Context: an optimization exercise on an open-source flow, tuned for small area. The choices shown serve that exercise and are no tape-out recipe.
Only simulation tests tie the RTL to the original design; equivalence was not proved.
Power and IR drop assume default switching activity.

==> v12: inputs <==
// tron_top
module tron_top
(
	input				clk,
	input				rst,
	input				keyboard_intr,
	input [7:0]		keyboard_data,
	input				game_tick_intr,
	input				stack_overflow_intr,
	output			imem_en,
	output [11:0]	imem_addr,
	input [31:0]	imem_rdata,
	output			dmem_en,
	output			dmem_we,
	output [11:0]	dmem_addr,
	output [31:0]	dmem_wdata,
	input [31:0]	dmem_rdata,
	output			BGTTWrite,
	output			BGATWrite,
	output [9:0]	BGWrite_addr,
	output [7:0]	BGWrite_data,
	output [3:0]	OAMWrite,
	output [5:0]	OAMWrite_addr,
	output [31:0]	OAMWrite_data,
	output			interrupt_return
);
==> flow/config.mk <==
export PLATFORM = sky130hd
export DESIGN_NAME = tron_top
export DESIGN_NICKNAME = tron_top
export VERILOG_FILES = /design/flow/design.v
export SDC_FILE = /design/flow/constraint.sdc
export NUM_CORES = 4
export LEC_CHECK = 0
export CAP_MARGIN = 20
export CORE_MARGIN = 2
export CORE_UTILIZATION = 60
export SLEW_MARGIN = 20
==> flow/constraint.sdc <==
create_clock -name core_clock -period 22.0 [get_ports {clk}]
set_input_delay 4.4000 -clock core_clock [delete_from_list [all_inputs] [get_ports {clk}]]
set_output_delay 4.4000 -clock core_clock [all_outputs]
set_load 0.01 [all_outputs]
standard.sh (not shown) runs the stock make flow with config.mk's settings and CLKGATE_MAP_FILE= SYNTH_SCRIPT=/design/flow/synth_recipe.tcl, a recipe that flattens the netlist after the stock synthesis.
==> flow/flow/run.sh <==
#!/bin/bash
# The standard layout (standard.sh), with these changes:
#  - synthesis maps the logic with an area-oriented ABC script (flow/synth.tcl,
#    flow/abc_area.script); otherwise it is synth_recipe.tcl unchanged;
#  - each port gets the smallest buffer cell (buf_1) instead of clkdlybuf4s50_1;
#  - the clock tree uses clkbuf_8 buffers, clusters of up to 14 sinks within
#    70 um, and no dummy loads.
# The full output of the layout goes to standard.log in the work folder; the
# ORFS logs of each step are under orfs/logs/.
set -euo pipefail
cd "$(dirname "$0")/.."
WORK=$(pwd)
export FLOW_SYNTH_TCL="$WORK/synth_recipe.tcl"
export FLOW_ABC_SCRIPT="$WORK/flow/abc_area.script"
export BUFFER_PORTS_ARGS="-buffer_cell sky130_fd_sc_hd__buf_1"
export CTS_ARGS="-sink_clustering_enable -repair_clock_nets -dont_use_dummy_load -buf_list sky130_fd_sc_hd__clkbuf_8 -sink_clustering_size 14 -sink_clustering_max_diameter 70"
# standard.sh with only its synthesis script replaced
sed "s|SYNTH_SCRIPT=[^ ]*|SYNTH_SCRIPT=$WORK/flow/synth.tcl|" standard.sh > own_standard.sh
grep -q "SYNTH_SCRIPT=$WORK/flow/synth.tcl" own_standard.sh
bash own_standard.sh finish > standard.log 2>&1
==> flow/flow/abc_area.script <==
strash
dc2
&get -n
&dch -f
&nf -R 1000
&put
==> flow/flow/synth.tcl <==
# The standard flow's synthesis script (synth_recipe.tcl in the work folder), with ABC run
# on an area-oriented script (flow/abc_area.script) instead of ORFS's speed
# script. ABC only maps the combinational logic, so the registers are the
# standard synthesis's.
proc abc {args} {
  set i [lsearch -exact $args -script]
  if {$i >= 0} { lset args [expr {$i + 1}] $::env(FLOW_ABC_SCRIPT) }
  yosys abc {*}$args
}
source $::env(FLOW_SYNTH_TCL)
==> inputs of v14, as changes to v12 <==
--- a/flow/design.v
+++ b/flow/design.v
@@ -159,13 +159,13 @@
 assign PC_IM				=	(branch_to_keyboard_ISR) 			? 32'h0000_03FE:  
 									(branch_to_gametick_ISR) 			? 32'h0000_03FD:
 									(branch_to_stackoverflow_ISR) 	? 32'h0000_03FF:
 									PC_curr;
 assign instruction_out	=	(ld_epc) 																			? {16'b001001_11110_00000, EPC[15:0]}:				 
 									(ld_idr) 																			? {24'b001001_11100_00000_00000000, idr_data}:	 
-									((interrupt_hazard&~interrupt_branch&~ld_idr&~ld_epc)|cond_jreg|rst)	?	32'hFFFF_FFFF:	 
+									((interrupt_hazard&~interrupt_branch&~ld_idr&~ld_epc)|cond_jreg)	?	32'hFFFF_FFFF:	
 									instruction_in;
 assign keep_flags = (ld_epc | ld_idr); 
 always @(negedge clk, posedge rst) begin
 	if(rst) begin
 		PC_plus_1 <= 32'h0000_0001;
 	end
@@ -174,13 +174,18 @@
 	end
 	else begin
 		PC_plus_1 <= PC_plus_1;
 	end
 end
 always @(*) begin
-	PC_update = PC_control | ({32{~PC_src}} & PC_plus_1);
+	if (PC_src) begin
+		PC_update = PC_control;
+	end
+	else begin
+		PC_update = PC_plus_1;
+	end
 end
 always @(posedge clk) begin
 	if (rst) begin
 		PC_curr <= 32'h00000000;
 	end
 	else if (!data_hazard & !pop_haz) begin
@@ -207,21 +212,22 @@
 output reg [31:0] instruction_out;	 
 output reg	  		pop_haz_out;
 output reg 			keep_flags_out;
 wire load = !data_hazard & !PC_hazard & !pop_haz;
 always @(posedge clk) begin
 	if (rst) begin
+		instruction_out	<= 32'hFC000000;
 		pop_haz_out			<= 1'b0;
 		keep_flags_out		<= 1'b0;
 	end
 	else begin
+		if (load)
+			instruction_out 	<= instruction_in;
 		pop_haz_out			<= pop_haz;
 		keep_flags_out		<= keep_flags_in;
 	end
-	if (load)
-		instruction_out 	<= instruction_in;
 end
 always @(posedge clk) begin
 	if (load)
 		PC_out 				<= PC_in;
 end
 endmodule
@@ -765,37 +771,75 @@
 reg		clr_branch_hazard_ff_2;
 wire branch_en;
 assign branch_en = !(clr_branch_hazard_ff | clr_branch_hazard_ff_2);
 localparam EQ	= 2'b00;
 localparam NE	= 2'b01;
 localparam LT	= 2'b10;
-wire branch_act = branch & branch_en;
-reg  branch_taken;
 always @(*) begin
-	case (branch_cond)
-		EQ :		branch_taken = flags[2];
-		NE :		branch_taken = !flags[2];
-		LT :		branch_taken = flags[0] & !flags[1];
-		default :	branch_taken = 1'b1;
-	endcase
-end
-wire call_act = ~branch_act & call & ~data_hazard;
-wire ret_act  = ~branch_act & ~(call & ~data_hazard) & ret & ~data_hazard;
-wire jreg_act = ~branch_act & ~(call & ~data_hazard) & ~(ret & ~data_hazard) & jreg & ~data_hazard;
-wire sel_branch = branch_act & branch_taken;
-wire sel_ret    = ret_act & ~clr_ret_hazard_ff;
-always @(*) begin
-	PC_src = sel_branch | call_act | sel_ret | jreg_act;
-	PC_update = ({32{sel_branch}} & ALU_result)
-	          | ({32{call_act}}   & {PC_in, J_type_imm})
-	          | ({32{sel_ret}}    & PC_stack_pointer)
-	          | ({32{jreg_act}}   & reg_1_data);
-	clr_branch_hazard	= branch_act;
-	clr_call_hazard	= call_act;
-	clr_ret_hazard		= ret_act;
-	clr_jreg_hazard	= jreg_act;
+	if (branch && branch_en) begin
+		PC_update = ALU_result;
+		case(branch_cond)
+			EQ : begin
+				if (flags[2])
+					PC_src = 1;
+				else
+					PC_src = 0;
+			end
+			NE : begin
+				if (!flags[2])
+					PC_src = 1;
+				else
+					PC_src = 0;
+			end
+			LT : begin
+				if (flags[0] & !flags[1])
+					PC_src = 1;
+				else
+					PC_src = 0;
+			end
+			default : begin
+				PC_src = 1;
+			end
+		endcase  
+		clr_branch_hazard 	= 1;	 
+		clr_call_hazard 		= 0;
+		clr_ret_hazard 		= 0;
+		clr_jreg_hazard		= 0;
+	end  
+	else if (call & !data_hazard) begin
+		PC_update	= {PC_in, J_type_imm};
+		PC_src		= 1;
+		clr_call_hazard		= 1;	 
+		clr_branch_hazard 	= 0;
+		clr_ret_hazard 		= 0;
+		clr_jreg_hazard		= 0;
+	end
+	else if (ret & !data_hazard) begin
+		PC_update	= PC_stack_pointer;
+		PC_src		= ~clr_ret_hazard_ff;
+		clr_call_hazard		= 0;
+		clr_branch_hazard 	= 0;
+		clr_ret_hazard 		= 1;	 
+		clr_jreg_hazard		= 0;
+	end
+	else if (jreg & !data_hazard) begin
+		PC_update	= reg_1_data;
+		PC_src		= 1'b1;
+		clr_call_hazard		= 0;
+		clr_branch_hazard 	= 0;
+		clr_ret_hazard 		= 0;
+		clr_jreg_hazard		= 1;	 
+	end 
+	else begin
+		PC_update	= 32'h00000000;
+		PC_src		= 0;
+		clr_call_hazard		= 0;
+		clr_branch_hazard 	= 0;
+		clr_ret_hazard 		= 0;
+		clr_jreg_hazard		= 0;
+	end
 end
 always @(posedge clk, posedge rst) begin
 if(rst) begin
 	clr_branch_hazard_ff		<= 1'b0;
 	clr_call_hazard_ff		<= 1'b0;
 	clr_ret_hazard_ff			<= 1'b0;
@@ -1248,18 +1292,24 @@
 always@(posedge clk, posedge rst) begin
 	if(rst)
 		state <= IDLE;
 	else
 		state <= next_state;
 end
-always@(posedge clk) begin
-	if(keyboard_intr)
+always@(posedge clk, posedge rst) begin
+	if(rst)
+		keyboard_data_out <= 8'h00;
+	else if(keyboard_intr)
 		keyboard_data_out <= keyboard_data_in;
+	else
+		keyboard_data_out <= keyboard_data_out;
 end
-always@(posedge clk) begin
-	if(get_EPC)
+always@(posedge clk, posedge rst) begin
+	if(rst)
+		EPC <= 32'h00000000;
+	else if(get_EPC)
 		EPC <= IF_PC;
 end
 always@(posedge clk, posedge rst) begin
 	if(rst) 
 		cnt <= 2'b00;
 	else if(clr_cnt)
==> flow/flow/run.sh (replaced) <==
#!/bin/bash
# The standard layout (standard.sh), with two settings changed:
#  - each port gets the smallest buffer cell (buf_1) instead of clkdlybuf4s50_1;
#  - the clock tree uses clkbuf_8 buffers, clusters of up to 14 sinks within
#    70 um, and no dummy loads.
# The full output of the layout goes to standard.log in the work folder; the
# ORFS logs of each step are under orfs/logs/.
set -euo pipefail
cd "$(dirname "$0")/.."
export BUFFER_PORTS_ARGS="-buffer_cell sky130_fd_sc_hd__buf_1"
export CTS_ARGS="-sink_clustering_enable -repair_clock_nets -dont_use_dummy_load -buf_list sky130_fd_sc_hd__clkbuf_8 -sink_clustering_size 14 -sink_clustering_max_diameter 70"
bash standard.sh finish > standard.log 2>&1
removed: flow/flow/abc_area.script
removed: flow/flow/synth.tcl
==> results.txt <==
Count of clock-buffer cells in the layout: v14 is higher than v12 (1).
Combinational power: v12 is larger than v14 (about 19%).
Cell count: v14 is higher than v12 (about 6.6%).
In v14 the synthesized cell count is larger than in v12, by about 15%.
Of v12 and v14, v12 has the higher non-clock buffer count (gap 31).
